Background: an optimization exercise with open tools, aiming at small area. Do not read the settings as production practice. Only simulation tests tie the RTL to the original design; equivalence was not proved. The clock cells of runs 2 to 4 come from the design's own scripts or RTL, not from TritonCTS. No driver is modelled on the clock port, so clock power and skew are understated where the tree is cut down; a real chip needs a root buffer or a tree. No activity file was given, so power comes from the tool's default toggle rates.

**design/flow/flow/run.sh**
```bash
#!/bin/bash
# The standard layout (the standard.sh, standard synthesis unchanged),
# with two changes to how the layout is made:
#  - the ports are buffered with sky130_fd_sc_hd__buf_1;
#  - clock tree synthesis does not add dummy load cells.
# ORFS writes each step's full log under orfs/logs/; the make output is
# in standard.log.
set -euo pipefail
bash standard.sh \
  BUFFER_PORTS_ARGS="-buffer_cell sky130_fd_sc_hd__buf_1" \
  CTS_ARGS="-sink_clustering_enable -repair_clock_nets -dont_use_dummy_load -buf_list sky130_fd_sc_hd__clkbuf_8" \
  finish > standard.log 2>&1
```
**design/flow/standard.sh**
```bash
#!/bin/bash
# synth_recipe.tcl (not shown) runs the flow's synth.tcl, then flattens the netlist and writes it again
# the make line also repeats each setting of config.mk as NAME=value (left out here)
make -C /OpenROAD-flow-scripts/flow DESIGN_CONFIG=/design/flow/config.mk WORK_HOME=/design/flow/orfs CLKGATE_MAP_FILE= SYNTH_SCRIPT=/design/flow/synth_recipe.tcl "${@:-finish}"
```
**design/flow/config.mk**
```make
export PLATFORM = sky130hd
export DESIGN_NAME = Project10_Pong_Top
export DESIGN_NICKNAME = Project10_Pong_Top
export VERILOG_FILES = /design/flow/design.v
export SDC_FILE = /design/flow/constraint.sdc
export NUM_CORES = 4
export LEC_CHECK = 0
export CAP_MARGIN = 20
export CORE_MARGIN = 2
export CORE_UTILIZATION = 60
export CTS_BUF_LIST = sky130_fd_sc_hd__clkbuf_8
export SLEW_MARGIN = 20
```
**design/flow/constraint.sdc**
```tcl
create_clock -name core_clock -period 10.0 [get_ports {i_Clk}]
set_input_delay 2.0000 -clock core_clock [delete_from_list [all_inputs] [get_ports {i_Clk}]]
set_output_delay 2.0000 -clock core_clock [all_outputs]
set_load 0.01 [all_outputs]
```
**design/flow/design.v**
```verilog
`timescale 1ns / 1ps
module Project10_Pong_Top
  (input  i_Clk,
   input  i_Rst,
   input  i_UART_RX,
   input  i_Switch_1,
   input  i_Switch_2,
   input  i_Switch_3,
   input  i_Switch_4,
   output o_VGA_HSync,
   output o_VGA_VSync,
   output o_VGA_Red_0,
   output o_VGA_Red_1,
   output o_VGA_Red_2,
   output o_VGA_Grn_0,
   output o_VGA_Grn_1,
   output o_VGA_Grn_2,
   output o_VGA_Blu_0,
   output o_VGA_Blu_1,
   output o_VGA_Blu_2);
  function automatic [16:0] inc(input [16:0] q, input cin);
    integer i;
    reg c;
    begin
      c = cin;
      for (i = 0; i < 17; i = i + 1) begin
        inc[i] = q[i] ^ c;
        c = c & q[i];
      end
    end
  endfunction
  function automatic [3:0] score_next(input [3:0] s, input en);
    score_next = s ^ {en & (s[3] | (s[2] & s[1] & s[0])), en & s[1] & s[0], en & s[0], en & ~s[3]};
  endfunction
  function automatic in_paddle(input [5:0] a, input [4:0] p);
    integer i;
    reg b;
    reg [5:0] d, pp;
    begin
      b = 1'b0;
      pp = {1'b0, p};
      for (i = 0; i < 6; i = i + 1) begin
        d[i] = a[i] ^ pp[i] ^ b;
        b = (~a[i] & pp[i]) | (~(a[i] ^ pp[i]) & b);
      end
      in_paddle = ~b & ~(d[5] | d[4] | d[3]) & ~(d[2] & d[1] & d[0]);
    end
  endfunction
  localparam [11:0] U_MID_M = 12'hFE7, U_MID_V = 12'h303;
  localparam [11:0] U_END_M = 12'hDEF, U_END_V = 12'h889;
  reg        r_Rx_R, r_Rx;
  reg [11:0] r_U;
  wire       w_U_Idle = ~|r_U[10:0];
  wire       w_U_Mid  = ((r_U & U_MID_M) == U_MID_V);
  wire       w_Rx_DV  = ((r_U & U_END_M) == U_END_V);
  always @(posedge i_Clk)
    if (i_Rst) begin
      r_Rx_R <= 1'b1;
      r_Rx   <= 1'b1;
    end else begin
      r_Rx_R <= i_UART_RX;
      r_Rx   <= r_Rx_R;
    end
  always @(posedge i_Clk)
    if (i_Rst || (w_U_Mid && r_Rx) || w_Rx_DV)
      r_U <= 12'd0;
    else
      r_U <= {r_U[10:0], (r_U[11] ^ r_U[10]) | (w_U_Idle & ~r_Rx)};
  localparam [14:0] DB_START = 15'd2935;
  localparam [14:0] DB_END_M = 15'h7B3F, DB_END_V = 15'h612E;
  reg [14:0] r_Db;
  wire       w_Db_En = ((r_Db & DB_END_M) == DB_END_V);
  reg  [3:0] r_Q0, r_Q1, r_Q2;
  wire [3:0] w_Pb = r_Q1 & ~r_Q2;
  always @(posedge i_Clk)
    if (i_Rst || w_Db_En) r_Db <= DB_START;
    else                  r_Db <= {r_Db[13:0], r_Db[14] ^ r_Db[13]};
  always @(posedge i_Clk)
    if (i_Rst) begin
      r_Q0 <= 0;
      r_Q1 <= 0;
      r_Q2 <= 0;
    end else if (w_Db_En) begin
      r_Q0 <= {i_Switch_4, i_Switch_3, i_Switch_2, i_Switch_1};
      r_Q1 <= r_Q0;
      r_Q2 <= r_Q1;
    end
  reg [16:0] r_P1_Cnt, r_P2_Cnt;
  reg  [4:0] r_P1_Y, r_P2_Y;
  wire       w_P1_En  = w_Pb[0] ^ w_Pb[1];
  wire       w_P2_En  = w_Pb[2] ^ w_Pb[3];
  wire       w_P1_Lim = &{r_P1_Cnt[16:13], r_P1_Cnt[11], r_P1_Cnt[6], r_P1_Cnt[3]};
  wire       w_P2_Lim = &{r_P2_Cnt[16:13], r_P2_Cnt[11], r_P2_Cnt[6], r_P2_Cnt[3]};
  wire       w_P1_Dec = w_Pb[0] & w_P1_Lim & (|r_P1_Y);
  wire       w_P1_Inc = ~w_P1_Dec & w_Pb[1] & w_P1_Lim &
                        ~(r_P1_Y[4] & r_P1_Y[2] & r_P1_Y[1] & r_P1_Y[0]);
  wire       w_P2_Dec = w_Pb[2] & w_P2_Lim & (|r_P2_Y);
  wire       w_P2_Inc = ~w_P2_Dec & w_Pb[3] & w_P2_Lim &
                        ~(r_P2_Y[4] & r_P2_Y[2] & r_P2_Y[1] & r_P2_Y[0]);
  always @(posedge i_Clk) begin
    r_P1_Cnt <= (i_Rst | (w_P1_En & w_P1_Lim)) ? 17'd0 : inc(r_P1_Cnt, w_P1_En);
    r_P2_Cnt <= (i_Rst | (w_P2_En & w_P2_Lim)) ? 17'd0 : inc(r_P2_Cnt, w_P2_En);
  end
  always @(posedge i_Clk) begin
    r_P1_Y <= {5{~i_Rst}} & (r_P1_Y + {{4{w_P1_Dec}}, w_P1_Dec | w_P1_Inc});
    r_P2_Y <= {5{~i_Rst}} & (r_P2_Y + {{4{w_P2_Dec}}, w_P2_Dec | w_P2_Inc});
  end
  reg  [2:0] r_SM;
  reg  [3:0] r_P1_Score, r_P2_Score;    
  wire       w_Active = r_SM[0];
  reg [16:0] r_B_Cnt;
  reg  [5:0] r_B_X;
  reg  [4:0] r_B_Y;
  reg        r_B_DX, r_B_DY;
  wire       w_B_Lim = &{r_B_Cnt[16:13], r_B_Cnt[11], r_B_Cnt[6], r_B_Cnt[3]};
  wire       w_B_Edge = (r_B_X == 6'd0) | (r_B_X == 6'd39);
  wire [4:0] w_Edge_Paddle = r_B_X[5] ? r_P2_Y : r_P1_Y;
  wire       w_Miss = w_B_Edge & ~in_paddle({1'b0, r_B_Y}, w_Edge_Paddle);
  wire       w_Idle = ~|r_SM;
  wire       w_P1_Wins = r_SM[1] & ~r_SM[2];
  wire       w_P2_Wins = r_SM[1] & r_SM[2];
  wire [2:0] w_SM_Next;
  assign w_SM_Next[0] = (w_Idle & w_Rx_DV) | (w_Active & ~w_Miss);
  assign w_SM_Next[1] = (w_Active & w_Miss) | (w_P1_Wins & r_P1_Score[3]) |
                        (w_P2_Wins & r_P2_Score[3]);
  assign w_SM_Next[2] = (w_Active & w_Miss & ~r_B_X[5]) | w_P2_Wins |
                        (w_P1_Wins & ~r_P1_Score[3]);
  always @(posedge i_Clk) begin
    r_SM       <= {3{~i_Rst}} & w_SM_Next;
    r_P1_Score <= {4{~i_Rst}} & score_next(r_P1_Score, w_P1_Wins);
    r_P2_Score <= {4{~i_Rst}} & score_next(r_P2_Score, w_P2_Wins);
  end
  always @(posedge i_Clk)
    r_B_Cnt <= (i_Rst | (w_Active & w_B_Lim)) ? 17'd0 : inc(r_B_Cnt, w_Active);
  wire       w_Bounce_X = r_B_DX ? (r_B_X[5] & r_B_X[2] & r_B_X[1] & r_B_X[0]) : ~|r_B_X;
  wire       w_Bounce_Y = r_B_DY ? (r_B_Y[4] & r_B_Y[3] & r_B_Y[2] & r_B_Y[0]) : ~|r_B_Y;
  wire       w_New_DX = r_B_DX ^ w_Bounce_X;
  wire       w_New_DY = r_B_DY ^ w_Bounce_Y;
  wire [5:0] w_XC = r_B_X ^ {6{~w_New_DX}};
  wire [4:0] w_YC = r_B_Y ^ {5{~w_New_DY}};
  wire [5:0] w_XT = {&w_XC[4:0], &w_XC[3:0], &w_XC[2:0], &w_XC[1:0], w_XC[0], 1'b1} & {6{w_B_Lim}};
  wire [4:0] w_YT = {&w_YC[3:0], &w_YC[2:0], &w_YC[1:0], w_YC[0], 1'b1} & {5{w_B_Lim}};
  wire       w_B_Hold = i_Rst | ~w_Active;    
  always @(posedge i_Clk) begin
    r_B_X  <= w_B_Hold ? 6'd20 : r_B_X ^ w_XT;
    r_B_Y  <= w_B_Hold ? 5'd15 : r_B_Y ^ w_YT;
    r_B_DX <= ~w_B_Hold & (w_B_Lim ? w_New_DX : r_B_DX);
    r_B_DY <= w_B_Hold | (w_B_Lim ? w_New_DY : r_B_DY);
  end
  reg [9:0] r_Col, r_Row;
  reg       r_Rst_D;    
  wire      w_Col_End = &{r_Col[9:8], r_Col[4:0]};    
  wire      w_Row_End = r_Row[9] & r_Row[3] & r_Row[2];   
  always @(posedge i_Clk) r_Rst_D <= i_Rst;
  wire [16:0] w_Col_Inc = inc({7'd0, r_Col}, ~r_Rst_D);
  wire [16:0] w_Row_Inc = inc({7'd0, r_Row}, w_Col_End);
  always @(posedge i_Clk) begin
    r_Col <= (i_Rst | w_Col_End) ? 10'd0 : w_Col_Inc[9:0];
    r_Row <= (i_Rst | (w_Col_End & w_Row_End)) ? 10'd0 : w_Row_Inc[9:0];
  end
  wire [5:0] w_Col_Div = r_Col[9:4];
  wire [5:0] w_Row_Div = r_Row[9:4];
  wire w_Draw_Ball   = (w_Col_Div == r_B_X) && (w_Row_Div == {1'b0, r_B_Y});
  wire w_Col_Paddle  = (w_Col_Div == 6'd0) | (w_Col_Div == 6'd39);
  wire [4:0] w_Col_Paddle_Y = w_Col_Div[5] ? r_P2_Y : r_P1_Y;
  wire w_Draw_Paddle = w_Col_Paddle & in_paddle(w_Row_Div, w_Col_Paddle_Y);
  reg r_Draw, r_Vid1, r_Vid2;
  always @(posedge i_Clk)
    if (i_Rst) begin
      r_Draw <= 1'b0;
      r_Vid1 <= 1'b0;
      r_Vid2 <= 1'b0;
    end else begin
      r_Draw <= w_Draw_Ball | w_Draw_Paddle;
      r_Vid1 <= r_Draw;
      r_Vid2 <= r_Vid1;
    end
  wire w_HS_Low = (r_Col >= 10'd661) && (r_Col <= 10'd752);
  wire w_VS_Low = (r_Row == 10'd490 && r_Col >= 10'd3) || (r_Row == 10'd491) ||
                  (r_Row == 10'd492 && r_Col <= 10'd2);
  assign o_VGA_HSync = ~r_Rst_D & ~w_HS_Low;
  assign o_VGA_VSync = ~r_Rst_D & ~w_VS_Low;
  assign o_VGA_Red_0 = r_Vid2;
  assign o_VGA_Red_1 = r_Vid2;
  assign o_VGA_Red_2 = r_Vid2;
  assign o_VGA_Grn_0 = r_Vid2;
  assign o_VGA_Grn_1 = r_Vid2;
  assign o_VGA_Grn_2 = r_Vid2;
  assign o_VGA_Blu_0 = r_Vid2;
  assign o_VGA_Blu_1 = r_Vid2;
  assign o_VGA_Blu_2 = r_Vid2;
endmodule
```
==> results.py, run 1 <==
metrics = {
    "status": {
        "status": "no timing/DRC/antenna violations",
    },
    "synthesis": {
        "yosys.area.top_type": "sky130_fd_sc_hd__dfxtp_1",
        "yosys_warnings": 1,
        "synth_area_sq_um": 6840,
        "synth-adder-area-share_pct": 17.6,
        "xor_xnor_fraction_of_synth_area_pct": 4.86,
        "yosys.area_share.simple_pct": 21.6,
        "ys_dominant_reg_cell": "sky130_fd_sc_hd__dfxtp_1",
        "yosysSeqAreaShare_pct": 43.9,
        "synth_enable_flop_cells": 0,
        "combinational_family_with_the_most_area_after_synthesis": "simple AND/OR/NAND/NOR gates",
        "synthDistinctLibCells": 51,
        "post_synth_mux_area_share_pct": 3.35,
        "post_synth.cell_area_avg_sq_um": 10.2,
        "ys_seq_elements": 150,
        "synth.top_cell.area_share_pct": 43.9,
        "synth_compound_area_share_pct": 5.48,
        "syn-num-nets": 766,
        "synth_async_sr_flop_share_pct": 0,
        "post_synth_main_area_contributors": "sky130_fd_sc_hd__dfxtp_1 44%, sky130_fd_sc_hd__ha_1 15%, sky130_fd_sc_hd__and2_1 7.4%",
        "synthesis.instances": 669,
    },
    "global_routing": {
        "first_pass_grt_wire_length_um": 19100,
        "antenna_found_initial": 0,
        "first_global_vias": 4264,
        "grt_max_degree": 60,
        "globalRouteOverflowTotal": 0,
        "global_route.usage.total_pct": 19.1,
    },
    "cts": {
        "post_cts.repair.setup_buffers": 0,
        "cts_bufs_inserted": 17,
        "hold_fix_buffers_at_cts": 0,
        "skew_pair_late_insertion_delay_ns": 0.44,
        "root_buffer": "sky130_fd_sc_hd__clkbuf_8",
        "path_clk_slew_ns": 0.07,
        "clock_tree.buffer_depth": 2,
        "number_of_gates_resized_after_cts": 0,
        "tritoncts_num_sinks": 150,
        "htree_num_levels": 4,
        "tritoncts": "done",
    },
    "critical_path": {
        "worstPathArrival_ns": 2.01,
        "worst_ep_required_time_ns": 8.00,
        "worstPathMaxFanout": 10,
        "timing.setup.critical_path_class": "reg2out",
        "ff2ff_setup_slack_ns": 6.02,
        "crit_path_start_kind": "register",
        "critPathCaptureType": "primary output",
    },
    "die": {
        "design.portCount": 18,
        "die_ar_sq_um": 12300,
        "fp.dieH_um": 111,
        "start_util_pct": 60.7,
        "placement_rows": 39,
        "floorplan.core_area_sq_um": 11300,
        "die_x_um": 111,
    },
    "power_and_ir_drop": {
        "power.switching_uw": 196,
        "share_seq_of_total_power_pct": 63.5,
        "pwr-share-clk_pct": 34.6,
        "switching_share_pct": 20.5,
        "combPwrFrac_pct": 1.9,
        "power.leakage_nw": 3.38,
        "ir_drop_mv": 0.113,
        "power_per_cell_area_nw_per_um2": 133,
        "p_int_uw": 759,
    },
    "finish": {
        "drive_gt1_share_pct": 6.10,
        "area_growth_syn_to_layout_pct": 4.77,
        "antenna_diode_count": 0,
        "final_nets": 771,
    },
    "sta": {
        "number_of_pins_with_negative_max_slew_slack_in_the_final_report": 0,
        "grt_setup_unrepaired": "false",
        "final.setup_skew_ns": 0.0131,
        "tightest_slew_margin_relative_to_the_limit_pct": 41.1,
        "max_slew.worst_pin.slew_ns": 0.883,
        "final.setup.worst_slack_ns": 5.99,
        "fmax_mhz": 249,
        "post_route_clock_period_utilization_pct": 40.1,
        "finalSetupViolCount": 0,
        "hold_viol_final": 0,
        "totalNegativeSetupSlack_ns": 0,
        "post-route-min-period_ns": 4.01,
    },
    "routing": {
        "drtIter0Drc": 214,
        "ant_nets": 0,
        "detail_route.first_pass.iterations": 4,
        "post_drt_wl_per_cell_um": 13.1,
        "remaining_drc_errors": 0,
        "vias_per_cell": 5.38,
        "drt_wl_total_um": 10700,
        "routed-via-count": 4384,
    },
    "job": {
        "cap_viol_max_count": 0,
    },
    "placement": {
        "detailedPlace.worstSlack_ns": 6.03,
        "place.port_buffers": 17,
        "place.detailed.hpwl_um": 7680,
        "routabilityCongestion": 0.812,
    },
    "worst_hold_path": {
        "holdCritPathClass": "reg2reg",
    },
}
final cells by class:
type | count | area [sq um]
inverters | 17 | 63.8
fillers | 941 | 4100
flip-flops and latches | 150 | 3000
multi-input cells | 470 | 3620
well taps | 143 | 179
repair buffers | 18 | 72.6
clock buffers | 17 | 234
kinds of logic after synthesis:
family          count (synthesis)
simple gates                  264
flops                         150
buf+inv                        49
mux                            22
xor+xnor                       38
fa+ha+maj                      90
compound gates                 56
Yosys cell counts, types with 2 or more instances:
| master | n |
|---|---|
| sky130_fd_sc_hd__inv_1 | 17 |
| sky130_fd_sc_hd__xnor2_1 | 15 |
| sky130_fd_sc_hd__a21o_1 | 5 |
| sky130_fd_sc_hd__ha_1 | 80 |
| sky130_fd_sc_hd__clkbuf_1 | 18 |
| sky130_fd_sc_hd__or3_1 | 5 |
| sky130_fd_sc_hd__dfxtp_1 | 150 |
| sky130_fd_sc_hd__a31o_2 | 4 |
| sky130_fd_sc_hd__a41oi_1 | 2 |
| sky130_fd_sc_hd__nand4_1 | 13 |
| sky130_fd_sc_hd__nand2_1 | 25 |
| sky130_fd_sc_hd__or2_2 | 8 |
| sky130_fd_sc_hd__or4_1 | 5 |
| sky130_fd_sc_hd__nor3b_1 | 5 |
| sky130_fd_sc_hd__nor2_1 | 46 |
| sky130_fd_sc_hd__buf_4 | 9 |
| sky130_fd_sc_hd__and4b_1 | 2 |
| sky130_fd_sc_hd__nand2b_1 | 11 |
| sky130_fd_sc_hd__nor4_1 | 8 |
| sky130_fd_sc_hd__and3_1 | 2 |
| sky130_fd_sc_hd__o31ai_1 | 3 |
| sky130_fd_sc_hd__o21ai_0 | 9 |
| sky130_fd_sc_hd__mux2i_1 | 15 |
| sky130_fd_sc_hd__buf_2 | 3 |
| sky130_fd_sc_hd__fa_1 | 10 |
| sky130_fd_sc_hd__nand3_1 | 16 |
| sky130_fd_sc_hd__a31oi_1 | 2 |
| sky130_fd_sc_hd__xor2_1 | 23 |
| sky130_fd_sc_hd__nor3_1 | 11 |
| sky130_fd_sc_hd__and2_1 | 81 |
| sky130_fd_sc_hd__nand4b_1 | 3 |
| sky130_fd_sc_hd__nor2b_1 | 19 |
| sky130_fd_sc_hd__a21oi_1 | 20 |
| sky130_fd_sc_hd__mux2_2 | 7 |
per-layer routing:
layer	part of all wire, %	GRT usage, %	wire (um)	vias up
met1	49	24.6	5250	2044
met2	46	30.3	4870	46
met3	3.7	6.45	394	19
li1	-	-	-	2275
met5	0	0	0	-
met4	1.5	6.75	159	0
layout by cell type (no fill, tap or decap), types with 3 or more instances in the layout:
cell | Yosys | final
sky130_fd_sc_hd__or4_1 | 5 | 5
sky130_fd_sc_hd__buf_1 | 1 | 16
sky130_fd_sc_hd__nor3b_1 | 5 | 5
sky130_fd_sc_hd__ha_1 | 80 | 80
sky130_fd_sc_hd__mux2i_1 | 15 | 15
sky130_fd_sc_hd__and2_1 | 81 | 81
sky130_fd_sc_hd__a21oi_1 | 20 | 20
sky130_fd_sc_hd__nand4b_1 | 3 | 3
sky130_fd_sc_hd__a21o_1 | 5 | 5
sky130_fd_sc_hd__or3_1 | 5 | 5
sky130_fd_sc_hd__o21ai_0 | 9 | 9
sky130_fd_sc_hd__a31o_2 | 4 | 4
sky130_fd_sc_hd__fa_1 | 10 | 10
sky130_fd_sc_hd__mux2_2 | 7 | 7
sky130_fd_sc_hd__xnor2_1 | 15 | 15
sky130_fd_sc_hd__dfxtp_1 | 150 | 150
sky130_fd_sc_hd__nand4_1 | 13 | 13
sky130_fd_sc_hd__nor3_1 | 11 | 11
sky130_fd_sc_hd__nand2b_1 | 11 | 11
sky130_fd_sc_hd__xor2_1 | 23 | 23
sky130_fd_sc_hd__clkbuf_8 | 0 | 17
sky130_fd_sc_hd__nor2b_1 | 19 | 19
sky130_fd_sc_hd__nor2_1 | 46 | 46
sky130_fd_sc_hd__nand2_1 | 25 | 25
sky130_fd_sc_hd__nor4_1 | 8 | 8
sky130_fd_sc_hd__nand3_1 | 16 | 16
sky130_fd_sc_hd__o31ai_1 | 3 | 3
sky130_fd_sc_hd__inv_1 | 17 | 17
sky130_fd_sc_hd__or2_2 | 8 | 8
registers in the layout, summed over array words and instances (netlist names), 3 cells and up:
signal / cells
r_B_Cnt: 17
r_B_X: 6
r_Q0: 4
r_U: 12
r_Q1: 4
r_P2_Y: 5
r_P1_Y: 5
r_Row: 10
r_P1_Score: 4
r_Db: 15
r_SM: 3
r_P2_Score: 4
r_P1_Cnt: 17
r_B_Y: 5
r_Col: 10
r_Q2: 4
r_P2_Cnt: 17
worst max-delay path, cell delays in order, from the launching register on:
cell	delay [ns]
sky130_fd_sc_hd__dfxtp_1	0.46
sky130_fd_sc_hd__nor4_1	0.51
sky130_fd_sc_hd__a31oi_1	0.14
sky130_fd_sc_hd__nand2_1	0.09
sky130_fd_sc_hd__o21ai_0	0.07
sky130_fd_sc_hd__a21oi_1	0.14
sky130_fd_sc_hd__buf_1	0.18
per-stage QoR:
stage	cells	instance area [sq um]	utilization [%]	hold slack [ns]	total power, mW
6_report	815	7170	63.6	0.407	0.955
5_1_grt	815	7170	63.6	0.427	0.996
4_1_cts	815	7170	63.6	0.410	0.972
3_5_place_dp	798	6940	61.5	0.393	0.638
3_3_place_gp	798	6940	61.5	0.395	0.638
2_1_floorplan	669	6840	-	0.386	0.633
power by group through the flow:
stage	sequential, mW	combinational [mW]	clock (mW)
after global placement	0.620	0.0181	0
final	0.607	0.0177	0.330
after detailed placement	0.620	0.0182	0
after floorplan	0.619	0.0144	0
after CTS	0.607	0.0183	0.347
after global routing	0.607	0.0208	0.368
final timing paths:
check        startpoint           end  cells past startpoint
max reg2reg     r_Q1[1]  r_P1_Cnt[16]                     20
min            r_Db[10]      r_Db[11]                      1
min reg2reg    r_Db[10]      r_Db[11]                      1
max            r_Col[9]   o_VGA_VSync                      6
==> run 2, diff against run 1 <==
==> design/flow/flow/run.sh (replaced) <==
#!/bin/bash
# The standard layout (the standard.sh, standard synthesis unchanged),
# with two changes to how the layout is made:
#  - the ports are buffered with sky130_fd_sc_hd__buf_1;
#  - the clock tree is built by flow/cts.tcl (flow/mycts.tcl) instead of
#    TritonCTS: the clock port drives 3 buffers, which drive 10 leaf
#    buffers, each driving a group of about 15 flip-flops.
# Each tool's full log: ORFS's under orfs/logs/, make's output in
# place.log and finish.log, the clock tree step's in cts.log.
set -euo pipefail
here=$(pwd)
bash standard.sh BUFFER_PORTS_ARGS="-buffer_cell sky130_fd_sc_hd__buf_1" place > place.log 2>&1
RESULTS_DIR=$here/orfs/results/sky130hd/Project10_Pong_Top/base \
CLK_NLEAF=10 CLK_NTOP=3 CLK_LEAF=sky130_fd_sc_hd__clkbuf_8 CLK_TOP=sky130_fd_sc_hd__clkbuf_4 \
  openroad -no_init -exit flow/cts.tcl > cts.log 2>&1
sleep 1
touch orfs/results/sky130hd/Project10_Pong_Top/base/4_cts.odb orfs/results/sky130hd/Project10_Pong_Top/base/4_cts.sdc
bash standard.sh BUFFER_PORTS_ARGS="-buffer_cell sky130_fd_sc_hd__buf_1" finish > finish.log 2>&1
==> design/flow/flow/cts.tcl (new file) <==
# Clock tree step run in place of ORFS's TritonCTS step: reads the placed
# design, builds the clock tree of mycts.tcl, legalizes, repairs hold if
# needed and writes the files ORFS's cts step would (4_1_cts.odb,
# 4_cts.odb, 4_cts.sdc).
set res $::env(RESULTS_DIR)
set plat $::env(FLOW_HOME)/platforms/sky130hd
read_liberty $plat/lib/sky130_fd_sc_hd__tt_025C_1v80.lib
read_db $res/3_place.odb
read_sdc $res/3_place.sdc
source $plat/setRC.tcl

source [file dirname [info script]]/mycts.tcl

detailed_placement
check_placement -verbose
set_propagated_clock [all_clocks]
estimate_parasitics -placement

set worst 0
foreach pin [get_pins -of_objects [all_registers] -filter "is_clock==1"] {
  set s [get_property $pin slew_max]
  if {$s > $worst} { set worst $s }
}
puts "cts: largest flip-flop clock-pin slew (placement estimate) $worst"
report_clock_skew
report_worst_slack -min
report_worst_slack -max

if {[sta::worst_slack -min] < 0} {
  puts "cts: repairing hold"
  set_dont_use {sky130_fd_sc_hd__probe_p_8 sky130_fd_sc_hd__probec_p_8 sky130_fd_sc_hd__lpflow_*}
  repair_timing -hold
  detailed_placement
  check_placement -verbose
  report_worst_slack -min
}

write_db $res/4_1_cts.odb
write_sdc -no_timestamp $res/4_cts.sdc
file copy -force $res/4_1_cts.odb $res/4_cts.odb
file mtime $res/4_cts.sdc [clock seconds]
==> design/flow/flow/mycts.tcl (new file) <==
# Manual clock tree. The flip-flops are split into CLK_NLEAF groups by
# k-means on their placed positions; each group is driven by one leaf
# buffer (CLK_LEAF). With CLK_NTOP > 0 the leaf buffers are split the same
# way into CLK_NTOP groups, each driven by one CLK_TOP buffer; the clock
# port drives the top buffers (or the leaf buffers when CLK_NTOP is 0).
proc env_or {name def} { if {[info exists ::env($name)]} { return $::env($name) } ; return $def }

# pts: list of {x y}; returns {assignment centres}. Balanced k-means: each
# group holds at most ceil(n/k) + slack points.
proc kmeans {pts k {slack 1}} {
  set n [llength $pts]
  set cap [expr {($n + $k - 1) / $k + $slack}]
  set sorted [lsort -real -index 0 $pts]
  set cs {}
  for {set j 0} {$j < $k} {incr j} {
    lappend cs [lindex $sorted [expr {int(($j + 0.5) * $n / $k)}]]
  }
  set asg {}
  for {set iter 0} {$iter < 60} {incr iter} {
    # all point/centre pairs by distance, assigned greedily within capacity
    set pairs {}
    set i 0
    foreach p $pts {
      for {set j 0} {$j < $k} {incr j} {
        set c [lindex $cs $j]
        lappend pairs [list [expr {abs([lindex $p 0] - [lindex $c 0]) + abs([lindex $p 1] - [lindex $c 1])}] $i $j]
      }
      incr i
    }
    set asg [lrepeat $n -1]
    set sc [lrepeat $k 0]
    foreach pr [lsort -real -index 0 $pairs] {
      lassign $pr d i j
      if {[lindex $asg $i] >= 0 || [lindex $sc $j] >= $cap} { continue }
      lset asg $i $j
      lset sc $j [expr {[lindex $sc $j] + 1}]
    }
    set sx [lrepeat $k 0.0]; set sy [lrepeat $k 0.0]
    set i 0
    foreach p $pts {
      set j [lindex $asg $i]
      lset sx $j [expr {[lindex $sx $j] + [lindex $p 0]}]
      lset sy $j [expr {[lindex $sy $j] + [lindex $p 1]}]
      incr i
    }
    set new {}
    for {set j 0} {$j < $k} {incr j} {
      if {[lindex $sc $j] > 0} {
        lappend new [list [expr {[lindex $sx $j] / [lindex $sc $j]}] [expr {[lindex $sy $j] / [lindex $sc $j]}]]
      } else {
        lappend new [lindex $cs $j]
      }
    }
    if {$new == $cs} { break }
    set cs $new
  }
  return [list $asg $cs]
}

proc add_buffer {block master name innet x y} {
  set inst [odb::dbInst_create $block $master $name]
  set net [odb::dbNet_create $block "${name}_net"]
  $net setSigType CLOCK
  [$inst findITerm A] connect $innet
  [$inst findITerm X] connect $net
  set w [[$inst getMaster] getWidth]
  set h [[$inst getMaster] getHeight]
  $inst setLocation [expr int($x - $w / 2)] [expr int($y - $h / 2)]
  $inst setPlacementStatus PLACED
  return $net
}

set nleaf [env_or CLK_NLEAF 8]
set ntop [env_or CLK_NTOP 2]
set leafcell [env_or CLK_LEAF sky130_fd_sc_hd__clkbuf_8]
set topcell [env_or CLK_TOP sky130_fd_sc_hd__clkbuf_8]
set db [ord::get_db]
set block [ord::get_db_block]
set clknet [$block findNet [env_or CLK_PORT i_Clk]]

set sinks {}
set pts {}
foreach it [$clknet getITerms] {
  set bb [[$it getInst] getBBox]
  lappend sinks $it
  lappend pts [list [expr ([$bb xMin] + [$bb xMax]) / 2.0] [expr ([$bb yMin] + [$bb yMax]) / 2.0]]
}
puts "mycts: [llength $sinks] clock sinks, $nleaf x $leafcell leaves, $ntop x $topcell tops"
lassign [kmeans $pts $nleaf] lasg lcs
set lcnt [lrepeat $nleaf 0]
foreach a $lasg { lset lcnt $a [expr [lindex $lcnt $a] + 1] }
puts "mycts: leaf group sizes $lcnt"

set topnets {}
if {$ntop > 0} {
  lassign [kmeans $lcs $ntop] tasg tcs
  for {set t 0} {$t < $ntop} {incr t} {
    set c [lindex $tcs $t]
    lappend topnets [add_buffer $block [$db findMaster $topcell] "clkbuf_top_$t" $clknet [lindex $c 0] [lindex $c 1]]
  }
}
set leafnets {}
for {set j 0} {$j < $nleaf} {incr j} {
  set c [lindex $lcs $j]
  set drv $clknet
  if {$ntop > 0} { set drv [lindex $topnets [lindex $tasg $j]] }
  lappend leafnets [add_buffer $block [$db findMaster $leafcell] "clkbuf_leaf_$j" $drv [lindex $c 0] [lindex $c 1]]
}
set i 0
foreach it $sinks {
  $it disconnect
  $it connect [lindex $leafnets [lindex $lasg $i]]
  incr i
}
==> run 2 against run 1 <==
Worst setup slack improved by 0.053 ns. Sequential power about the same. Design area shrank 1.0%. Critical endpoint is now r_P1_Cnt[16]. Still clean on timing, DRC and antenna. Cell count shrank 0.49%. Die area unchanged. Wire length is 0.18% lower. Power fell by 5.9%. Maximum frequency grew 1.3%. Clock power is 17% lower. Via count is 0.75% lower.
==> results.py, run 2 <==
metrics = {
    "status": {
        "status": "no timing/DRC/antenna violations",
    },
    "sta": {
        "post-route-min-period_ns": 3.96,
        "finalSetupViolCount": 0,
        "number_of_pins_with_negative_max_slew_slack_in_the_final_report": 0,
        "hold_viol_final": 0,
        "final.setup_skew_ns": 0.0372,
        "final.setup.worst_slack_ns": 6.04,
        "post_route_clock_period_utilization_pct": 39.6,
        "fmax_mhz": 253,
        "grt_setup_unrepaired": "false",
        "totalNegativeSetupSlack_ns": 0,
        "tightest_slew_margin_relative_to_the_limit_pct": 39.5,
        "max_slew.worst_pin.slew_ns": 0.906,
    },
    "synthesis": {
        "ys_seq_elements": 150,
        "synth_async_sr_flop_share_pct": 0,
        "ys_dominant_reg_cell": "sky130_fd_sc_hd__dfxtp_1",
        "yosysSeqAreaShare_pct": 43.9,
        "post_synth.cell_area_avg_sq_um": 10.2,
        "yosys_warnings": 1,
        "ys_top_cells_by_count": "150 x sky130_fd_sc_hd__dfxtp_1, 81 x sky130_fd_sc_hd__and2_1, 80 x sky130_fd_sc_hd__ha_1",
        "synth_most_common_cell": "sky130_fd_sc_hd__dfxtp_1",
        "post_synth_main_area_contributors": "sky130_fd_sc_hd__dfxtp_1 44%, sky130_fd_sc_hd__ha_1 15%, sky130_fd_sc_hd__and2_1 7.4%",
        "synthesis.instances": 669,
        "synthDistinctLibCells": 51,
        "yosys.area.top_type": "sky130_fd_sc_hd__dfxtp_1",
        "syn-num-nets": 766,
        "synth.top_cell.area_share_pct": 43.9,
        "synth_enable_flop_cells": 0,
        "synth_area_sq_um": 6840,
    },
    "worst_hold_path": {
        "hold-path-endpoint": "r_Db[8]",
        "hold_path_startpoint": "r_Db[7]",
        "holdCritPathClass": "reg2reg",
        "worst_hold_path.num_cells": 1,
    },
    "placement": {
        "place.detailed.hpwl_um": 7680,
        "place.port_buffers": 17,
        "routabilityCongestion": 0.812,
        "detailedPlace.worstSlack_ns": 6.03,
        "dpl.cell_count": 798,
    },
    "critical_path": {
        "ff2ff_setup_slack_ns": 6.04,
        "rr_worst_depth": 20,
        "worst_ep_required_time_ns": 10.26,
        "timing.setup.critical_path_class": "reg2reg",
        "crit_path_top_delay_cell": "sky130_fd_sc_hd__dfxtp_1",
        "critPathCaptureType": "register",
        "worstPathBufferInverterCount": 0,
        "timing.rr.start": "r_Q1[1]",
        "crit_family": "adder cells",
        "path_common_cell": "sky130_fd_sc_hd__ha_1",
        "worstPathArrival_ns": 4.21,
        "crit_path_start_kind": "register",
        "crit_chain": "nor2b_1, xnor2_1, ha_1, ha_1, ha_1, ha_1, ha_1, ha_1, ha_1, ha_1, ha_1, ha_1, ha_1, ha_1, ha_1, ha_1, ha_1, ha_1, xor2_1, and2_1",
        "worstPathMaxFanout": 3,
        "cpPeakStageDelay_ns": 0.37,
        "r2r-end": "r_P1_Cnt[16]",
    },
    "finish": {
        "largest_registers": "r_B_Cnt x17, r_P1_Cnt x17, r_P2_Cnt x17",
        "final_cell_mix": "150 x sky130_fd_sc_hd__dfxtp_1, 81 x sky130_fd_sc_hd__and2_1, 80 x sky130_fd_sc_hd__ha_1",
        "fin_util_pct": 63.0,
        "drive_gt1_share_pct": 5.54,
        "area_growth_syn_to_layout_pct": 3.69,
        "final_nets": 767,
        "layout_commonest_cell": "sky130_fd_sc_hd__dfxtp_1",
        "antenna_diode_count": 0,
        "layout.cells.non_filler": 811,
    },
    "die": {
        "placement_rows": 39,
        "die_ar_sq_um": 12300,
        "floorplan.core_area_sq_um": 11300,
        "die_x_um": 111,
        "design.portCount": 18,
        "fp.dieH_um": 111,
        "start_util_pct": 60.7,
    },
    "power_and_ir_drop": {
        "pwr-share-clk_pct": 30.6,
        "p_int_uw": 714,
        "power.switching_uw": 185,
        "power_per_cell_area_nw_per_um2": 127,
        "combPwrFrac_pct": 2.0,
        "switching_share_pct": 20.6,
        "share_seq_of_total_power_pct": 67.4,
        "ir_drop_mv": 0.129,
        "power.leakage_nw": 3.35,
    },
    "routing": {
        "vias_per_cell": 5.36,
        "ant_nets": 0,
        "drt_wl_total_um": 10700,
        "drtIter0Drc": 232,
        "remaining_drc_errors": 0,
        "routed-via-count": 4351,
        "post_drt_wl_per_cell_um": 13.1,
        "detail_route.first_pass.iterations": 4,
    },
    "global_routing": {
        "first_global_vias": 4251,
        "globalRouteOverflowTotal": 0,
        "grt_max_degree": 60,
        "antenna_found_initial": 0,
        "first_pass_grt_wire_length_um": 19200,
        "global_route.usage.total_pct": 17.8,
    },
    "cts": {
        "skew_pair_late_insertion_delay_ns": 0.36,
        "path_clk_slew_ns": 0.10,
    },
    "job": {
        "cap_viol_max_count": 0,
    },
}
## run 2: worst max-delay path by stage
stage                     startpoint  slack, ns            to  depth (start not counted)
after global routing         r_Q1[1]       5.77  r_P1_Cnt[16]                         20
after floorplan              r_Q2[2]       6.26  r_P2_Cnt[16]                         20
final                        r_Q1[1]       6.04  r_P1_Cnt[16]                         20
after global placement       r_Q1[1]       6.13  r_P1_Cnt[16]                         20
after detailed placement     r_Q1[1]       6.03  r_P1_Cnt[16]                         20
## run 2: cell type report
cell class / count / area, sq um
Buffer: 13 / 160
Fill cell: 957 / 4180
Inverter: 17 / 63.8
Multi-Input combinational cell: 470 / 3620
Sequential cell: 150 / 3000
Tap cell: 143 / 179
Timing Repair Buffer: 18 / 72.6
## run 2: worst reg2reg max path, cell delays in order, from the launching register on
cell,delay (ns)
sky130_fd_sc_hd__dfxtp_1,0.37
sky130_fd_sc_hd__nor2b_1,0.22
sky130_fd_sc_hd__xnor2_1,0.12
sky130_fd_sc_hd__ha_1,0.19
sky130_fd_sc_hd__ha_1,0.18
sky130_fd_sc_hd__ha_1,0.19
sky130_fd_sc_hd__ha_1,0.19
sky130_fd_sc_hd__ha_1,0.18
sky130_fd_sc_hd__ha_1,0.18
sky130_fd_sc_hd__ha_1,0.18
sky130_fd_sc_hd__ha_1,0.18
sky130_fd_sc_hd__ha_1,0.18
sky130_fd_sc_hd__ha_1,0.18
sky130_fd_sc_hd__ha_1,0.17
sky130_fd_sc_hd__ha_1,0.17
sky130_fd_sc_hd__ha_1,0.18
sky130_fd_sc_hd__ha_1,0.18
sky130_fd_sc_hd__ha_1,0.18
sky130_fd_sc_hd__ha_1,0.18
sky130_fd_sc_hd__xor2_1,0.14
sky130_fd_sc_hd__and2_1,0.15
## run 2: kinds of logic after synthesis
| logic type | share of synthesized area (%) |
|---|---|
| buffers and inverters | 3.25 |
| and+or+nand+nor | 21.6 |
| adders and majority gates | 17.6 |
| AOI/OAI and AO/OA | 5.48 |
| muxes | 3.35 |
| DFF | 43.9 |
| xor gates and xnor gates | 4.86 |
## run 2: power groups by stage
stage	sequential, mW	clock, mW	combinational (mW)
finish	0.606	0.275	0.0176
global route	0.607	0.308	0.0208
detailed placement	0.620	0	0.0182
global placement	0.620	0	0.0181
floorplan	0.619	0	0.0144
## run 2: through the flow
step	total power, mW	hold WS, ns	instance area (sq um)
6_report	0.899	0.422	7100
5_1_grt	0.936	0.440	7100
3_5_place_dp	0.638	0.393	6940
3_3_place_gp	0.638	0.395	6940
2_1_floorplan	0.633	0.386	6840
## run 2: layer usage
metal	wire, um	part of all wire, %	global-route usage, %
met5	0	0	0
met4	202	1.9	4.08
met3	366	3.4	2.13
met2	4810	45	29.9
met1	5280	50	24.8
==> run 3, diff against run 2 <==
--- a/design/flow/design.v
+++ b/design/flow/design.v
@@ -113,7 +113,7 @@
   reg  [4:0] r_B_Y;
   reg        r_B_DX, r_B_DY;
   wire       w_B_Lim = &{r_B_Cnt[16:13], r_B_Cnt[11], r_B_Cnt[6], r_B_Cnt[3]};
-  wire       w_B_Edge = (r_B_X == 6'd0) | (r_B_X == 6'd39);
+  wire       w_B_Edge = ~|r_B_X | (r_B_X[5] & r_B_X[2] & r_B_X[1] & r_B_X[0]);
   wire [4:0] w_Edge_Paddle = r_B_X[5] ? r_P2_Y : r_P1_Y;
   wire       w_Miss = w_B_Edge & ~in_paddle({1'b0, r_B_Y}, w_Edge_Paddle);
   wire       w_Idle = ~|r_SM;
==> run 3 against run 2 <==
Wire length rose by 1.0%. Cell count fell by 0.49%. Critical endpoint unchanged. Combinational power rose by 2%. Critical path type unchanged. Highest routed layer unchanged. First-iteration DRC count fell by 34%.
==> results.py, run 3 <==
metrics = {
    "power_and_ir_drop": {
        "switching_share_pct": 20.5,
        "fin_total_pwr_uw": 898,
        "pwr-share-clk_pct": 30.5,
        "power_per_cell_area_nw_per_um2": 127,
        "power.switching_uw": 184,
        "combPwrFrac_pct": 2.0,
        "power.leakage_nw": 3.34,
        "p_int_uw": 714,
        "share_seq_of_total_power_pct": 67.4,
        "ir_drop_mv": 0.115,
    },
    "sta": {
        "finalSetupViolCount": 0,
        "hold_viol_final": 0,
        "fmax_mhz": 251,
        "totalNegativeSetupSlack_ns": 0,
        "tightest_slew_margin_relative_to_the_limit_pct": 38.4,
        "post-route-min-period_ns": 3.99,
        "number_of_pins_with_negative_max_slew_slack_in_the_final_report": 0,
        "post_route_clock_period_utilization_pct": 39.9,
        "grt_setup_unrepaired": "false",
        "final.setup_skew_ns": 0.0348,
        "max_slew.worst_pin.slew_ns": 0.924,
    },
    "finish": {
        "largest_registers": "r_B_Cnt x17, r_P1_Cnt x17, r_P2_Cnt x17",
        "layout_commonest_cell": "sky130_fd_sc_hd__dfxtp_1",
        "final_cell_mix": "150 x sky130_fd_sc_hd__dfxtp_1, 81 x sky130_fd_sc_hd__and2_1, 80 x sky130_fd_sc_hd__ha_1",
        "nFillCells": 979,
        "drive_gt1_share_pct": 6.19,
        "fin_util_pct": 62.7,
        "area_growth_syn_to_layout_pct": 2.68,
        "final_nets": 761,
        "area.sequential_sq_um": 3000,
        "multi_input_area_sq_um": 3610,
    },
    "routing": {
        "drt_wl_total_um": 10800,
        "routed-via-count": 4352,
        "ant_nets": 0,
        "post_drt_wl_per_cell_um": 13.3,
        "remaining_drc_errors": 0,
        "drtIter0Drc": 154,
        "vias_per_cell": 5.39,
        "detail_route.first_pass.iterations": 4,
    },
    "worst_hold_path": {
        "worst_hold_path.num_cells": 1,
        "holdCritPathClass": "reg2reg",
    },
    "synthesis": {
        "post_synth_main_area_contributors": "sky130_fd_sc_hd__dfxtp_1 43%, sky130_fd_sc_hd__ha_1 14%, sky130_fd_sc_hd__and2_1 7.3%",
        "synthDistinctLibCells": 61,
        "synth_area_sq_um": 6910,
        "syn-num-nets": 760,
        "post_synth.cell_area_avg_sq_um": 10.4,
        "ys_top_cells_by_count": "150 x sky130_fd_sc_hd__dfxtp_1, 81 x sky130_fd_sc_hd__and2_1, 80 x sky130_fd_sc_hd__ha_1",
        "yosysSeqAreaShare_pct": 43.4,
        "synth.top_cell.area_share_pct": 43.4,
        "synth_async_sr_flop_share_pct": 0,
        "yosys.area.top_type": "sky130_fd_sc_hd__dfxtp_1",
        "ys_dominant_reg_cell": "sky130_fd_sc_hd__dfxtp_1",
        "synthesis.instances": 663,
        "ys_seq_elements": 150,
        "synth_most_common_cell": "sky130_fd_sc_hd__dfxtp_1",
        "synth_enable_flop_cells": 0,
        "yosys_warnings": 1,
    },
    "die": {
        "floorplan.core_area_sq_um": 11300,
        "design.portCount": 18,
        "start_util_pct": 61.1,
        "placement_rows": 39,
        "fp.dieH_um": 111,
        "die_ar_sq_um": 12400,
        "die_x_um": 111,
    },
    "critical_path": {
        "path_common_cell": "sky130_fd_sc_hd__ha_1",
        "critPathCaptureType": "register",
        "critical_path.startpoint": "r_Q2[1]",
        "crit_path_top_delay_cell": "sky130_fd_sc_hd__dfxtp_1",
        "crit_chain": "and2b_1, xnor2_1, ha_1, ha_1, ha_1, ha_1, ha_1, ha_1, ha_1, ha_1, ha_1, ha_1, ha_1, ha_1, ha_1, ha_1, ha_1, ha_1, xor2_1, and2_1",
        "crit_family": "adder cells",
        "cpPeakStageDelay_ns": 0.33,
        "worstPathBufferInverterCount": 0,
        "r2r-end": "r_P1_Cnt[16]",
        "rr_worst_depth": 20,
        "worstPathMaxFanout": 2,
        "cp_num_cells": 20,
        "timing.setup.critical_path_class": "reg2reg",
        "ff2ff_setup_slack_ns": 6.01,
        "crit_path_start_kind": "register",
        "timing.rr.start": "r_Q2[1]",
        "worst_ep_required_time_ns": 10.23,
        "worstPathArrival_ns": 4.21,
        "cp-endpoint": "r_P1_Cnt[16]",
    },
    "status": {
        "status": "no timing/DRC/antenna violations",
    },
    "placement": {
        "place.detailed.hpwl_um": 7660,
        "place.port_buffers": 17,
        "routabilityCongestion": 0.818,
    },
    "global_routing": {
        "global_route.usage.total_pct": 17.8,
        "first_global_vias": 4353,
        "globalRouteOverflowTotal": 0,
        "first_pass_grt_wire_length_um": 19300,
        "grt_max_degree": 60,
        "antenna_found_initial": 1,
    },
    "cts": {
        "path_clk_slew_ns": 0.09,
        "skew_pair_late_insertion_delay_ns": 0.35,
    },
    "job": {
        "cap_viol_max_count": 0,
    },
}
[run 3: logic make-up after synthesis]
| group | Yosys count | share of synthesized area (%) |
|---|---|---|
| DFF | 150 | 43.4 |
| buffers and inverters | 50 | 4.33 |
| adders and majority gates | 90 | 17.4 |
| and+or+nand+nor | 255 | 21.3 |
| AOI/OAI and AO/OA | 58 | 5.47 |
| muxes | 22 | 3.31 |
| xor gates and xnor gates | 38 | 4.82 |
[run 3: worst min path at each step]
stage,to,startpoint,slack [ns]
2_1_floorplan,r_Db[11],r_Db[10],0.39
3_3_place_gp,r_Rx,r_Rx_R,0.40
3_5_place_dp,r_Db[8],r_Db[7],0.40
5_1_grt,r_Rx,r_Rx_R,0.45
6_report,r_Db[8],r_Db[7],0.42
[run 3: layout make-up]
type                    instances  area share [%]
multi-input cells             463            50.9
diodes                          2          0.0705
repair buffers                 18            1.02
inverters                      18           0.952
plain buffers                  13            2.26
well taps                     143            2.52
flip-flops and latches        150            42.3
[run 3: worst reg2reg max path, stage by stage (launching register included)]
cell and delay, ns:
sky130_fd_sc_hd__dfxtp_1 0.33, sky130_fd_sc_hd__and2b_1 0.21, sky130_fd_sc_hd__xnor2_1 0.15, sky130_fd_sc_hd__ha_1 0.19
sky130_fd_sc_hd__ha_1 0.18, sky130_fd_sc_hd__ha_1 0.18, sky130_fd_sc_hd__ha_1 0.19, sky130_fd_sc_hd__ha_1 0.18
sky130_fd_sc_hd__ha_1 0.18, sky130_fd_sc_hd__ha_1 0.18, sky130_fd_sc_hd__ha_1 0.19, sky130_fd_sc_hd__ha_1 0.18
sky130_fd_sc_hd__ha_1 0.18, sky130_fd_sc_hd__ha_1 0.19, sky130_fd_sc_hd__ha_1 0.19, sky130_fd_sc_hd__ha_1 0.18
sky130_fd_sc_hd__ha_1 0.17, sky130_fd_sc_hd__ha_1 0.18, sky130_fd_sc_hd__ha_1 0.19, sky130_fd_sc_hd__xor2_1 0.14
sky130_fd_sc_hd__and2_1 0.15
[run 3: per-layer routing]
layer	up-vias	track usage (%)	share of wire (%)
met3	15	1.74	2.6
met2	55	30.9	47
met5	-	0	0
met1	2029	24.5	49
met4	0	3.21	2.1
li1	2253	-	-
[run 3: power by group through the flow]
stage / registers [mW] / clock network [mW] / logic [mW]
finish: 0.606 / 0.274 / 0.0180
global route: 0.607 / 0.309 / 0.0213
detailed placement: 0.620 / 0 / 0.0185
global placement: 0.620 / 0 / 0.0182
floorplan: 0.619 / 0 / 0.0144
[run 3: per-stage QoR]
stage               cells  hold WS, ns  area [sq um]  setup slack, ns
floorplan             663        0.386          6910             6.24
global placement      792        0.396          6930             6.11
detailed placement    792        0.401          6930             6.02
global route          806        0.455          7090             5.75
finish                807        0.422          7100             6.01
==> run 4, diff against run 3 <==
--- a/design/flow/design.v
+++ b/design/flow/design.v
@@ -32,40 +32,35 @@
   function automatic [3:0] score_next(input [3:0] s, input en);
     score_next = s ^ {en & (s[3] | (s[2] & s[1] & s[0])), en & s[1] & s[0], en & s[0], en & ~s[3]};
   endfunction
-  function automatic in_paddle(input [5:0] a, input [4:0] p);
+  function automatic in_paddle(input [4:0] a, input [4:0] p);
     integer i;
     reg b;
-    reg [5:0] d, pp;
+    reg [4:0] d;
     begin
       b = 1'b0;
-      pp = {1'b0, p};
-      for (i = 0; i < 6; i = i + 1) begin
-        d[i] = a[i] ^ pp[i] ^ b;
-        b = (~a[i] & pp[i]) | (~(a[i] ^ pp[i]) & b);
+      for (i = 0; i < 5; i = i + 1) begin
+        d[i] = a[i] ^ p[i] ^ b;
+        b = (~a[i] & p[i]) | (~(a[i] ^ p[i]) & b);
       end
-      in_paddle = ~b & ~(d[5] | d[4] | d[3]) & ~(d[2] & d[1] & d[0]);
+      in_paddle = ~b & ~(d[4] | d[3]) & ~(d[2] & d[1] & d[0]);
     end
   endfunction
-  localparam [11:0] U_MID_M = 12'hFE7, U_MID_V = 12'h303;
-  localparam [11:0] U_END_M = 12'hDEF, U_END_V = 12'h889;
-  reg        r_Rx_R, r_Rx;
+  localparam [11:0] U_MID_M = 12'hB7F, U_MID_V = 12'h303;
+  localparam [11:0] U_ID2_M = 12'hBDF, U_ID2_V = 12'h113;
   reg [11:0] r_U;
-  wire       w_U_Idle = ~|r_U[10:0];
-  wire       w_U_Mid  = ((r_U & U_MID_M) == U_MID_V);
-  wire       w_Rx_DV  = ((r_U & U_END_M) == U_END_V);
-  always @(posedge i_Clk)
-    if (i_Rst) begin
-      r_Rx_R <= 1'b1;
-      r_Rx   <= 1'b1;
-    end else begin
-      r_Rx_R <= i_UART_RX;
-      r_Rx   <= r_Rx_R;
-    end
-  always @(posedge i_Clk)
-    if (i_Rst || (w_U_Mid && r_Rx) || w_Rx_DV)
-      r_U <= 12'd0;
+  reg        r_Rx_DV;
+  wire       w_U_Idle2 = ((r_U & U_ID2_M) == U_ID2_V);
+  wire       w_U_Idle  = ~|r_U[10:0] | w_U_Idle2;
+  wire       w_U_Mid   = ((r_U & U_MID_M) == U_MID_V);
+  wire       w_U_Start = w_U_Idle & ~i_UART_RX;
+  wire       w_Rx_DV   = r_Rx_DV;
+  always @(posedge i_Clk) begin
+    r_Rx_DV <= ~i_Rst & w_U_Idle2;
+    if (i_Rst || (w_U_Mid && i_UART_RX) || w_U_Idle2)
+      r_U <= {11'd0, ~i_Rst & w_U_Start};
     else
-      r_U <= {r_U[10:0], (r_U[11] ^ r_U[10]) | (w_U_Idle & ~r_Rx)};
+      r_U <= {r_U[10:0], (r_U[11] ^ r_U[10]) | w_U_Start};
+  end
   localparam [14:0] DB_START = 15'd2935;
   localparam [14:0] DB_END_M = 15'h7B3F, DB_END_V = 15'h612E;
   reg [14:0] r_Db;
@@ -115,7 +110,7 @@
   wire       w_B_Lim = &{r_B_Cnt[16:13], r_B_Cnt[11], r_B_Cnt[6], r_B_Cnt[3]};
   wire       w_B_Edge = ~|r_B_X | (r_B_X[5] & r_B_X[2] & r_B_X[1] & r_B_X[0]);
   wire [4:0] w_Edge_Paddle = r_B_X[5] ? r_P2_Y : r_P1_Y;
-  wire       w_Miss = w_B_Edge & ~in_paddle({1'b0, r_B_Y}, w_Edge_Paddle);
+  wire       w_Miss = w_B_Edge & ~in_paddle(r_B_Y, w_Edge_Paddle);
   wire       w_Idle = ~|r_SM;
   wire       w_P1_Wins = r_SM[1] & ~r_SM[2];
   wire       w_P2_Wins = r_SM[1] & r_SM[2];
@@ -163,7 +158,7 @@
   wire w_Draw_Ball   = (w_Col_Div == r_B_X) && (w_Row_Div == {1'b0, r_B_Y});
   wire w_Col_Paddle  = (w_Col_Div == 6'd0) | (w_Col_Div == 6'd39);
   wire [4:0] w_Col_Paddle_Y = w_Col_Div[5] ? r_P2_Y : r_P1_Y;
-  wire w_Draw_Paddle = w_Col_Paddle & in_paddle(w_Row_Div, w_Col_Paddle_Y);
+  wire w_Draw_Paddle = w_Col_Paddle & ~w_Row_Div[5] & in_paddle(w_Row_Div[4:0], w_Col_Paddle_Y);
   reg r_Draw, r_Vid1, r_Vid2;
   always @(posedge i_Clk)
     if (i_Rst) begin
==> design/flow/flow/run.sh (replaced) <==
#!/bin/bash
# The standard layout (the standard.sh, standard synthesis unchanged),
# with two changes to how the layout is made:
#  - the ports are buffered with sky130_fd_sc_hd__buf_1;
#  - the clock tree is built by flow/cts.tcl (flow/mycts.tcl) instead of
#    TritonCTS: the clock port drives 3 inverters, which drive 10 leaf
#    inverters, each driving a group of about 15 flip-flops (two
#    inversions, so every flip-flop sees the clock's own polarity).
# Each tool's full log: ORFS's under orfs/logs/, make's output in
# place.log and finish.log, the clock tree step's in cts.log.
set -euo pipefail
here=$(pwd)
bash standard.sh BUFFER_PORTS_ARGS="-buffer_cell sky130_fd_sc_hd__buf_1" place > place.log 2>&1
RESULTS_DIR=$here/orfs/results/sky130hd/Project10_Pong_Top/base \
CLK_NLEAF=10 CLK_NTOP=3 CLK_LEAF=sky130_fd_sc_hd__inv_8 CLK_TOP=sky130_fd_sc_hd__inv_2 \
  openroad -no_init -exit flow/cts.tcl > cts.log 2>&1
sleep 1
touch orfs/results/sky130hd/Project10_Pong_Top/base/4_cts.odb orfs/results/sky130hd/Project10_Pong_Top/base/4_cts.sdc
bash standard.sh BUFFER_PORTS_ARGS="-buffer_cell sky130_fd_sc_hd__buf_1" finish > finish.log 2>&1
--- a/design/flow/flow/mycts.tcl
+++ b/design/flow/flow/mycts.tcl
@@ -1,8 +1,9 @@
 # Manual clock tree. The flip-flops are split into CLK_NLEAF groups by
-# k-means on their placed positions; each group is driven by one leaf
-# buffer (CLK_LEAF). With CLK_NTOP > 0 the leaf buffers are split the same
-# way into CLK_NTOP groups, each driven by one CLK_TOP buffer; the clock
-# port drives the top buffers (or the leaf buffers when CLK_NTOP is 0).
+# balanced k-means on their placed positions; each group is driven by one
+# leaf cell (CLK_LEAF, a buffer or an inverter). With CLK_NTOP > 0 the leaf
+# cells are split the same way into CLK_NTOP groups, each driven by one
+# CLK_TOP cell; the clock port drives the top cells (or the leaf cells when
+# CLK_NTOP is 0). With inverters, use them at both levels.
 proc env_or {name def} { if {[info exists ::env($name)]} { return $::env($name) } ; return $def }
 
 # pts: list of {x y}; returns {assignment centres}. Balanced k-means: each
@@ -62,7 +63,9 @@
   set net [odb::dbNet_create $block "${name}_net"]
   $net setSigType CLOCK
   [$inst findITerm A] connect $innet
-  [$inst findITerm X] connect $net
+  set out [$inst findITerm X]
+  if {$out == "NULL"} { set out [$inst findITerm Y] }
+  $out connect $net
   set w [[$inst getMaster] getWidth]
   set h [[$inst getMaster] getHeight]
   $inst setLocation [expr int($x - $w / 2)] [expr int($y - $h / 2)]
==> run 4 against run 3 <==
Synthesized area down 0.18%. Worst setup slack worse by 0.019 ns. Die area shrank 0.18%. Via count down 0.90%. First-iteration DRC count increased by 7.1%. Hold slack lost 0.023 ns. Critical path type unchanged. Critical endpoint unchanged. Largest cell class unchanged. Largest power group unchanged.
==> results.py, run 4 <==
metrics = {
    "sta": {
        "max_slew.worst_pin.slew_ns": 0.920,
        "grt_setup_unrepaired": "false",
        "final.setup_skew_ns": 0.0623,
        "post-route-min-period_ns": 4.01,
        "fmax_mhz": 250,
        "hold_viol_final": 0,
        "finalSetupViolCount": 0,
        "tightest_slew_margin_relative_to_the_limit_pct": 38.7,
        "post_route_clock_period_utilization_pct": 40.1,
        "number_of_pins_with_negative_max_slew_slack_in_the_final_report": 0,
        "totalNegativeSetupSlack_ns": 0,
    },
    "job": {
        "cap_viol_max_count": 0,
    },
    "global_routing": {
        "first_global_vias": 4297,
        "globalRouteOverflowTotal": 0,
        "global_route.usage.total_pct": 17.6,
        "antenna_found_initial": 0,
        "first_pass_grt_wire_length_um": 18900,
        "grt_max_degree": 60,
    },
    "synthesis": {
        "synth_enable_flop_cells": 0,
        "ys_top_cells_by_count": "149 x sky130_fd_sc_hd__dfxtp_1, 82 x sky130_fd_sc_hd__and2_1, 77 x sky130_fd_sc_hd__ha_1",
        "yosysSeqAreaShare_pct": 43.2,
        "ys_dominant_reg_cell": "sky130_fd_sc_hd__dfxtp_1",
        "yosys.area.top_type": "sky130_fd_sc_hd__dfxtp_1",
        "post_synth_main_area_contributors": "sky130_fd_sc_hd__dfxtp_1 43%, sky130_fd_sc_hd__ha_1 14%, sky130_fd_sc_hd__and2_1 7.4%",
        "synthDistinctLibCells": 65,
        "synth_area_sq_um": 6900,
        "synth_most_common_cell": "sky130_fd_sc_hd__dfxtp_1",
        "ys_seq_elements": 149,
        "yosys_warnings": 1,
        "synth_async_sr_flop_share_pct": 0,
        "post_synth.cell_area_avg_sq_um": 10.5,
        "syn-num-nets": 751,
        "synth.top_cell.area_share_pct": 43.2,
        "synthesis.instances": 657,
    },
    "critical_path": {
        "worstPathArrival_ns": 4.15,
        "cpPeakStageDelay_ns": 0.33,
        "critPathCaptureType": "register",
        "crit_family": "adder cells",
        "worstPathMaxFanout": 2,
        "crit_path_start_kind": "register",
        "crit_chain": "and2b_1, xnor2_1, ha_1, ha_1, ha_1, ha_1, ha_1, ha_1, ha_1, ha_1, ha_1, ha_1, ha_1, ha_1, ha_1, ha_1, ha_1, ha_1, xor2_1, and2_1",
        "path_common_cell": "sky130_fd_sc_hd__ha_1",
        "worstPathBufferInverterCount": 0,
        "crit_path_top_delay_cell": "sky130_fd_sc_hd__dfxtp_1",
        "timing.setup.critical_path_class": "reg2reg",
        "worst_ep_required_time_ns": 10.14,
    },
    "die": {
        "die_x_um": 111,
        "fp.dieH_um": 111,
        "start_util_pct": 60.9,
        "placement_rows": 39,
        "floorplan.core_area_sq_um": 11300,
        "die_ar_sq_um": 12400,
        "design.portCount": 18,
    },
    "finish": {
        "design_area_sq_um": 7090,
        "largest_registers": "r_B_Cnt x17, r_P1_Cnt x17, r_P2_Cnt x17",
        "nFillCells": 952,
        "multi_input_area_sq_um": 3680,
        "final_nets": 751,
        "area.sequential_sq_um": 2980,
        "area_growth_syn_to_layout_pct": 2.81,
        "drive_gt1_share_pct": 7.33,
        "final_cell_mix": "149 x sky130_fd_sc_hd__dfxtp_1, 82 x sky130_fd_sc_hd__and2_1, 77 x sky130_fd_sc_hd__ha_1",
        "layout_commonest_cell": "sky130_fd_sc_hd__dfxtp_1",
        "antenna_diode_count": 0,
    },
    "power_and_ir_drop": {
        "ir_drop_mv": 0.111,
        "switching_share_pct": 26.4,
        "power.switching_uw": 230,
        "p_int_uw": 643,
        "power_per_cell_area_nw_per_um2": 123,
        "combPwrFrac_pct": 2.2,
        "share_seq_of_total_power_pct": 69.0,
        "pwr-share-clk_pct": 28.8,
        "power.leakage_nw": 3.36,
    },
    "cts": {
        "skew_pair_late_insertion_delay_ns": 0.29,
        "path_clk_slew_ns": 0.09,
    },
    "routing": {
        "detail_route.first_pass.iterations": 4,
        "post_drt_wl_per_cell_um": 13.4,
        "routed-via-count": 4313,
        "drt_wl_total_um": 10700,
        "ant_nets": 0,
        "vias_per_cell": 5.40,
        "drtIter0Drc": 165,
        "remaining_drc_errors": 0,
    },
    "placement": {
        "routabilityCongestion": 0.794,
        "place.detailed.hpwl_um": 7790,
        "place_area_sq_um": 6970,
        "place.port_buffers": 17,
    },
    "worst_hold_path": {
        "holdCritPathClass": "reg2reg",
    },
    "status": {
        "status": "no timing/DRC/antenna violations",
    },
}
==> run 4: cell type report <==
cell class,instances,share of cell area [%]
timing repair buffer,18,1.02
tap,143,2.52
multi-input combinational,461,51.9
sequential,149,42.1
inverter,27,2.49
==> run 4: worst paths after layout <==
path	cells after the start	slack, ns	end	startpoint
worst max register to register	20	5.99	r_P1_Cnt[16]	r_Q2[1]
worst max-delay path	20	5.99	r_P1_Cnt[16]	r_Q2[1]
worst min-delay path	1	0.40	r_Db[3]	r_Db[2]
worst min register to register	1	0.40	r_Db[3]	r_Db[2]
==> run 4: logic make-up (layout without fill, tap and decap cells) <==
family | Yosys count | count (layout) | synth area share (%)
simple gates | 255 | 255 | 21.9
flops | 149 | 149 | 43.2
fa+ha+maj | 87 | 87 | 16.9
compound gates | 58 | 58 | 6.33
buf+inv | 47 | 45 | 3.39
xor+xnor | 39 | 39 | 4.95
mux | 22 | 22 | 3.34
==> run 4: power groups by stage <==
stage	Clock (mW)	Sequential, mW	Combinational (mW)
3_5_place_dp	0	0.616	0.0196
6_report	0.252	0.602	0.0191
5_1_grt	0.284	0.603	0.0222
2_1_floorplan	0	0.615	0.0156
3_3_place_gp	0	0.616	0.0193
==> run 4: through the flow <==
step	worst slack (ns)	total power [mW]	hold WS (ns)	instances	util [%]
final	5.99	0.873	0.399	798	62.7
after global routing	5.76	0.910	0.409	798	62.7
after floorplan	6.24	0.631	0.386	657	-
after detailed placement	6.04	0.635	0.397	785	61.6
after global placement	6.11	0.635	0.396	785	61.6
==> run 4: layer usage <==
layer	GRT usage [%]	share of wire (%)
met1	23.3	48
met2	31.7	48
met3	1.15	1.7
met4	3.79	2.1
met5	0	0
==> run 4: worst register-to-register path, delay by kind of cell (launching register included) <==
kind | cells | cell delay (ns)
fa+ha+maj | 16 | 2.90
simple gates | 2 | 0.35
flops | 1 | 0.33
xor+xnor | 2 | 0.28

-- static timing again, ports no longer ideal --
The flow's constraints put no driver on any port. The routed layouts listed below were extracted and timed again, unchanged, in two steps. Step 1 assumes that a clkbuf_16 drives the clock port and a buf_2 every other input. Step 2 adds t to the input delays and takes it off the output delays; t is the mean of the earliest and latest rising clock arrival at the registers after step 1. Input paths then give back, and output paths get back, about the clock's delay inside the block. Slacks: ideal ports / drivers / drivers and shift; pairs: ideal ports / drivers.
run	t, ns	setup slack, ns	worst setup path at the end	slew at the worst register clock pin (ns)	worst data-port slew with drivers (ns)
run 1	0.464	5.991 / 5.956 / 6.018	register to register	0.08 / 0.08	0.04
run 2	0.387	6.044 / 6.023 / 6.044	register to register	0.10 / 0.10	0.04
run 3	0.388	6.012 / 6.002 / 6.012	register to register	0.10 / 0.10	0.03
run 4	0.313	5.992 / 5.993 / 5.993	register to register	0.10 / 0.10	0.04
After both steps setup and hold are still met in every run listed.
